Context: an optimization exercise on an open-source flow, tuned for small area, a short achievable clock period and few clock cycles per item. The choices shown serve that exercise and are no tape-out recipe.
The RTL was checked by simulation tests, not by an equivalence proof against the original design.

Setup of run A:
Design sfa_2x2, start of the top module:
module sfa_2x2(
  input   wire            u_switch_00_macc1_tready,
  output  wire            u_switch_00_macc1_tvalid,
  output  wire  [31 : 0]  u_switch_00_macc1_tdata ,
  input   wire            u_switch_00_macc2_tready,
  output  wire            u_switch_00_macc2_tvalid,
  output  wire  [31 : 0]  u_switch_00_macc2_tdata ,
  output  wire            u_switch_00_sacc_tready ,
  input   wire            u_switch_00_sacc_tvalid ,
  input   wire  [31 : 0]  u_switch_00_sacc_tdata  ,
  output  wire            u_switch_00_sCMD_tready ,
  input   wire            u_switch_00_sCMD_tvalid ,
  input   wire  [31 : 0]  u_switch_00_sCMD_tdata  ,
  input   wire            u_switch_00_mRet_tready ,
  output  wire            u_switch_00_mRet_tvalid ,
  output  wire  [31 : 0]  u_switch_00_mRet_tdata  ,
  input   wire            u_switch_01_macc1_tready,
  output  wire            u_switch_01_macc1_tvalid,
  output  wire  [31 : 0]  u_switch_01_macc1_tdata ,
  input   wire            u_switch_01_macc2_tready,
  output  wire            u_switch_01_macc2_tvalid,
  output  wire  [31 : 0]  u_switch_01_macc2_tdata ,
  output  wire            u_switch_01_sacc_tready ,
  input   wire            u_switch_01_sacc_tvalid ,
  input   wire  [31 : 0]  u_switch_01_sacc_tdata  ,
  output  wire            u_switch_01_sCMD_tready ,
  input   wire            u_switch_01_sCMD_tvalid ,
  input   wire  [31 : 0]  u_switch_01_sCMD_tdata  ,
  input   wire            u_switch_01_mRet_tready ,
  output  wire            u_switch_01_mRet_tvalid ,
  output  wire  [31 : 0]  u_switch_01_mRet_tdata  ,
  input   wire            u_switch_10_macc1_tready,
  output  wire            u_switch_10_macc1_tvalid,
  output  wire  [31 : 0]  u_switch_10_macc1_tdata ,
  input   wire            u_switch_10_macc2_tready,
  output  wire            u_switch_10_macc2_tvalid,
  output  wire  [31 : 0]  u_switch_10_macc2_tdata ,
  output  wire            u_switch_10_sacc_tready ,
  input   wire            u_switch_10_sacc_tvalid ,
  input   wire  [31 : 0]  u_switch_10_sacc_tdata  ,
  output  wire            u_switch_10_sCMD_tready ,
  input   wire            u_switch_10_sCMD_tvalid ,
  input   wire  [31 : 0]  u_switch_10_sCMD_tdata  ,
  ...
export LEC_CHECK = 0
export CAP_MARGIN = 20
export CORE_AREA = 5 5 395 395
export DIE_AREA = 0 0 400 400
export PLACE_DENSITY = 0.6
export SETUP_SLACK_MARGIN = 3.6
export SLEW_MARGIN = 60
create_clock -name core_clock -period 8.0 [get_ports {ACLK}]
standard.sh (not shown) runs the stock make flow with config.mk's settings and CLKGATE_MAP_FILE= SYNTH_SCRIPT=/design/flow/synth_recipe.tcl, a recipe that flattens the netlist after the stock synthesis.
==> flow/flow/run.sh <==
#!/bin/bash
# Standard layout (standard.sh), with plain buf_1 cells as the port buffers
# and pins placed one track apart so that a smaller die holds them.
set -o pipefail
export BUFFER_PORTS_ARGS="-buffer_cell sky130_fd_sc_hd__buf_1"
export PLACE_PINS_ARGS="-min_distance 1 -min_distance_in_tracks"
bash standard.sh > standard.log 2>&1
Run A ended with every stage complete and zero timing, DRC or antenna violations.
Testbench counts of run A, summed over its fixed seeds: cycles 75,526, words 73,380.
## Diff of input files: run B against run A
- SETUP_SLACK_MARGIN now 3.4, was 3.6
==> flow/flow/run.sh <==
#!/bin/bash
# Standard layout, with plain buf_1 cells as the port buffers.
set -o pipefail
export BUFFER_PORTS_ARGS="-buffer_cell sky130_fd_sc_hd__buf_1"
export PLACE_PINS_ARGS="-min_distance 1 -min_distance_in_tracks"
bash standard.sh > standard.log 2>&1
Results
Against run A as the reference, run B delivers a higher global-route track usage on met2.
Of run B and run A, the run reporting the higher met1 track demand over resource in global routing was run A.
Relative to run A, the number of standard cells in the layout, taps in and fillers out of run B is lower by 44.
In the tables for run B and run A, least setup slack across all paths after layout reads lower with run B.
| met3 wire length | run B vs run A | 0.75% lower |
Here is what was changed in the inputs of run C compared with run B.
- PLACE_DENSITY changed from 0.6 to 0.75
==> flow/flow/run.sh <==
#!/bin/bash
# Standard layout (standard.sh), with plain buf_1 cells as the port buffers
# and pins placed one track apart so that a smaller die holds them.
set -o pipefail
export BUFFER_PORTS_ARGS="-buffer_cell sky130_fd_sc_hd__buf_1"
export PLACE_PINS_ARGS="-min_distance 1 -min_distance_in_tracks"
bash standard.sh > standard.log 2>&1
Findings:
Sequential cell area share: run B vs run C — no meaningful difference. Run B has a higher switching part of the total than run C. From run B to run C, number of H-tree branching levels did not move at all. The global-route usage number comes out higher for run C vs run B.


## main
Another version of the RTL of sfa_2x2 (not shown whole).
For scale: roughly 5,200 cells after synthesis, roughly 600 flip-flops, roughly 1,500 I/O pins.
Design sfa_2x2, start of the top module:
module sfa_2x2(
  input   wire            u_switch_00_macc1_tready,
  output  wire            u_switch_00_macc1_tvalid,
  output  wire  [31 : 0]  u_switch_00_macc1_tdata ,
  input   wire            u_switch_00_macc2_tready,
  output  wire            u_switch_00_macc2_tvalid,
  output  wire  [31 : 0]  u_switch_00_macc2_tdata ,
  output  wire            u_switch_00_sacc_tready ,
  input   wire            u_switch_00_sacc_tvalid ,
  input   wire  [31 : 0]  u_switch_00_sacc_tdata  ,
  output  wire            u_switch_00_sCMD_tready ,
  input   wire            u_switch_00_sCMD_tvalid ,
  input   wire  [31 : 0]  u_switch_00_sCMD_tdata  ,
  input   wire            u_switch_00_mRet_tready ,
  output  wire            u_switch_00_mRet_tvalid ,
  output  wire  [31 : 0]  u_switch_00_mRet_tdata  ,
  input   wire            u_switch_01_macc1_tready,
  output  wire            u_switch_01_macc1_tvalid,
  output  wire  [31 : 0]  u_switch_01_macc1_tdata ,
  input   wire            u_switch_01_macc2_tready,
  output  wire            u_switch_01_macc2_tvalid,
  output  wire  [31 : 0]  u_switch_01_macc2_tdata ,
  output  wire            u_switch_01_sacc_tready ,
  input   wire            u_switch_01_sacc_tvalid ,
  input   wire  [31 : 0]  u_switch_01_sacc_tdata  ,
  output  wire            u_switch_01_sCMD_tready ,
  input   wire            u_switch_01_sCMD_tvalid ,
  input   wire  [31 : 0]  u_switch_01_sCMD_tdata  ,
  input   wire            u_switch_01_mRet_tready ,
  ...
Settings: LEC_CHECK=0, CAP_MARGIN=20, CORE_AREA=5 5 395 395, CTS_CLUSTER_DIAMETER=80, CTS_CLUSTER_SIZE=25, DIE_AREA=0 0 400 400, PLACE_DENSITY=0.6, SETUP_SLACK_MARGIN=3.4, SLEW_MARGIN=60; clock period 8.0 ns.
==> flow/flow/run.sh <==
#!/bin/bash
# Standard layout (standard.sh), with plain buf_1 cells as the port buffers
# and pins placed one track apart so that a smaller die holds them.
set -o pipefail
export BUFFER_PORTS_ARGS="-buffer_cell sky130_fd_sc_hd__buf_1"
export PLACE_PINS_ARGS="-min_distance 1 -min_distance_in_tracks"
bash standard.sh > standard.log 2>&1
main ended with every stage complete and zero timing, DRC or antenna violations.
Testbench counts of main, summed over its fixed seeds: cycles 75,747, words 73,380.
> inputs changed (main -> the feature branch)
Settings: clearing CTS_CLUSTER_DIAMETER, which used to be 80; clearing CTS_CLUSTER_SIZE, which used to be 25.
[summary]
The feature branch vs main, total routed wire length on the met1 layer went up by 1.1%. On non-clock buffer contribution to total cell area, the feature branch and main are basically level. Fraction of layout cells with a size suffix above 1: the feature branch higher than main. From main to the feature branch the numbers moved as follows: setup slack higher, total vias in the final route higher, synthesized area roughly the same.


build 88:
Another version of the RTL of sfa_2x2 (not shown whole).
Size in the first run: about 5200 cells after synthesis, roughly 600 flip-flops, roughly 1500 I/O pins, about 46000 um2 of cells after synthesis.
==> flow/config.mk <==
export PLATFORM = sky130hd
export DESIGN_NAME = sfa_2x2
export DESIGN_NICKNAME = sfa_2x2
export VERILOG_FILES = /design/flow/design.v
export SDC_FILE = /design/flow/constraint.sdc
export NUM_CORES = 8
export LEC_CHECK = 0
export CAP_MARGIN = 20
export CORE_AREA = 5 5 505 505
export DIE_AREA = 0 0 510 510
export PLACE_DENSITY = 0.6
export SETUP_SLACK_MARGIN = 4.0
export SLEW_MARGIN = 20
==> flow/constraint.sdc <==
create_clock -name core_clock -period 8.0 [get_ports {ACLK}]
set_input_delay 1.6000 -clock core_clock [delete_from_list [all_inputs] [get_ports {ACLK}]]
set_output_delay 1.6000 -clock core_clock [all_outputs]
set_load 0.01 [all_outputs]
==> flow/flow/run.sh <==
#!/bin/bash
# Standard layout, with plain buf_1 cells as the port buffers.
set -o pipefail
export BUFFER_PORTS_ARGS="-buffer_cell sky130_fd_sc_hd__buf_1"
cp standard.sh standard.sh.txt 2>/dev/null
bash standard.sh > standard.log 2>&1
Build 88 | stages: all done | timing, DRC, antenna: all pass
Testbench counts of build 88, summed over its fixed seeds: cycles 75,526, words 73,380.
> inputs changed (build 88 -> build 90)
- CORE_AREA no longer set, was 5 5 505 505
- CORE_MARGIN now 2, previously not set
- DIE_AREA no longer set, was 0 0 510 510
- PLACE_DENSITY now 0.7, was 0.6
- CORE_UTILIZATION now 60, previously not set
### Flow results
Build 90 failed in I/O pin placement (3_2_place_iop) with PPL-0024. From build 88 to build 90, xor and xnor area share after synthesis did not move at all. The number of instances in the synthesized netlist on build 88 is in line with that on build 90. Number of core rows ended up 82 lower on build 90 than on build 88. Looking at vertical die dimension, build 90 sits 45% below build 88. Re area after synthesis: no difference whatsoever between build 88 and build 90. Comparing build 90 against build 88, there is no change at all in sequential share of the synthesized area. Build 90 reports a higher initial core utilization than build 88 does. NOTE chip width build 88->build 90 decreased by more than a quarter. There was hardly any difference in fraction of synthesis flops using an asynchronous set or reset pin between build 88 and build 90.
Here is what was changed in the inputs of build 5 compared with build 90.
- CORE_MARGIN: 2 -> unset
- PLACE_DENSITY: 0.7 -> 0.6
- DIE_AREA: unset -> 0 0 510 510
- CORE_AREA: unset -> 5 5 505 505
- CORE_UTILIZATION: 60 -> unset
==> flow/flow/run.sh <==
#!/bin/bash
# Standard layout, with plain buf_1 cells as the port buffers.
set -o pipefail
export BUFFER_PORTS_ARGS="-buffer_cell sky130_fd_sc_hd__buf_1"

bash standard.sh > standard.log 2>&1
==> run notes <==
On fraction of synthesis flops using an asynchronous set or reset pin, build 90 and build 5 are neck and neck.
Netlist area before placement: build 5 vs build 90 identical
Synthesized instance count came out exactly the same in build 90 and build 5.
Across build 90 and build 5, a clean result was obtained everywhere but in build 90.
Build 90: PPL-0024 in I/O pin placement (3_2_place_iop) -> run aborted
Delta (build 5 minus build 90): simple logic cell fraction of the synthesized area essentially unchanged, fraction of the yosys area taken by sequential cells has remained practically unchanged.
The die outline height in build 5 was higher than what build 90 gave.
Horizontal die dimension: build 5 vs build 90 up 230 um
Build 5 vs. build 90: average cell area after synthesis did not really move; number of rows in the core area went up; initial core utilization went down.

## static timing again, ports no longer ideal
How much do the figures lean on ideal ports? The routed layouts below were timed once more, with nothing changed but the port constraints. Step 1 sets driving cells, clkbuf_16 on the clock port and buf_2 on the other inputs (assumed; they add their load-dependent delay and slew). Step 2 also shifts input and output timing later by t, the mid clock arrival at the registers, as if the neighbouring blocks saw the same clock. Three values: ideal ports, drivers, drivers and shift; two values: the first two.
run | shift t [ns] | setup WS [ns] | worst setup path after step 2 | worst register clock-pin slew, ns | worst data-port slew with drivers (ns)
run A | 0.735 | 3.325 / 3.254 / 2.854 | input to register | 0.07 / 0.07 | 0.29
run B | 0.733 | 3.315 / 3.246 / 3.246 | input to output | 0.07 / 0.07 | 0.28
run C | 0.742 | 3.313 / 3.243 / 3.243 | input to output | 0.07 / 0.07 | 0.29
main | 0.754 | 3.365 / 3.273 / 3.273 | input to output | 0.10 / 0.10 | 0.24
the feature branch | 0.768 | 3.377 / 3.281 / 3.281 | input to output | 0.07 / 0.07 | 0.22
build 88 | 0.806 | 3.266 / 3.206 / 3.206 | input to output | 0.09 / 0.09 | 0.38
build 5 | 0.806 | 3.266 / 3.206 / 3.206 | input to output | 0.09 / 0.09 | 0.38
After both steps every run listed still meets setup and hold. For run A, which loses most, drivers alone change the setup slack by -0.071 ns; drivers and shift together by -0.471 ns.
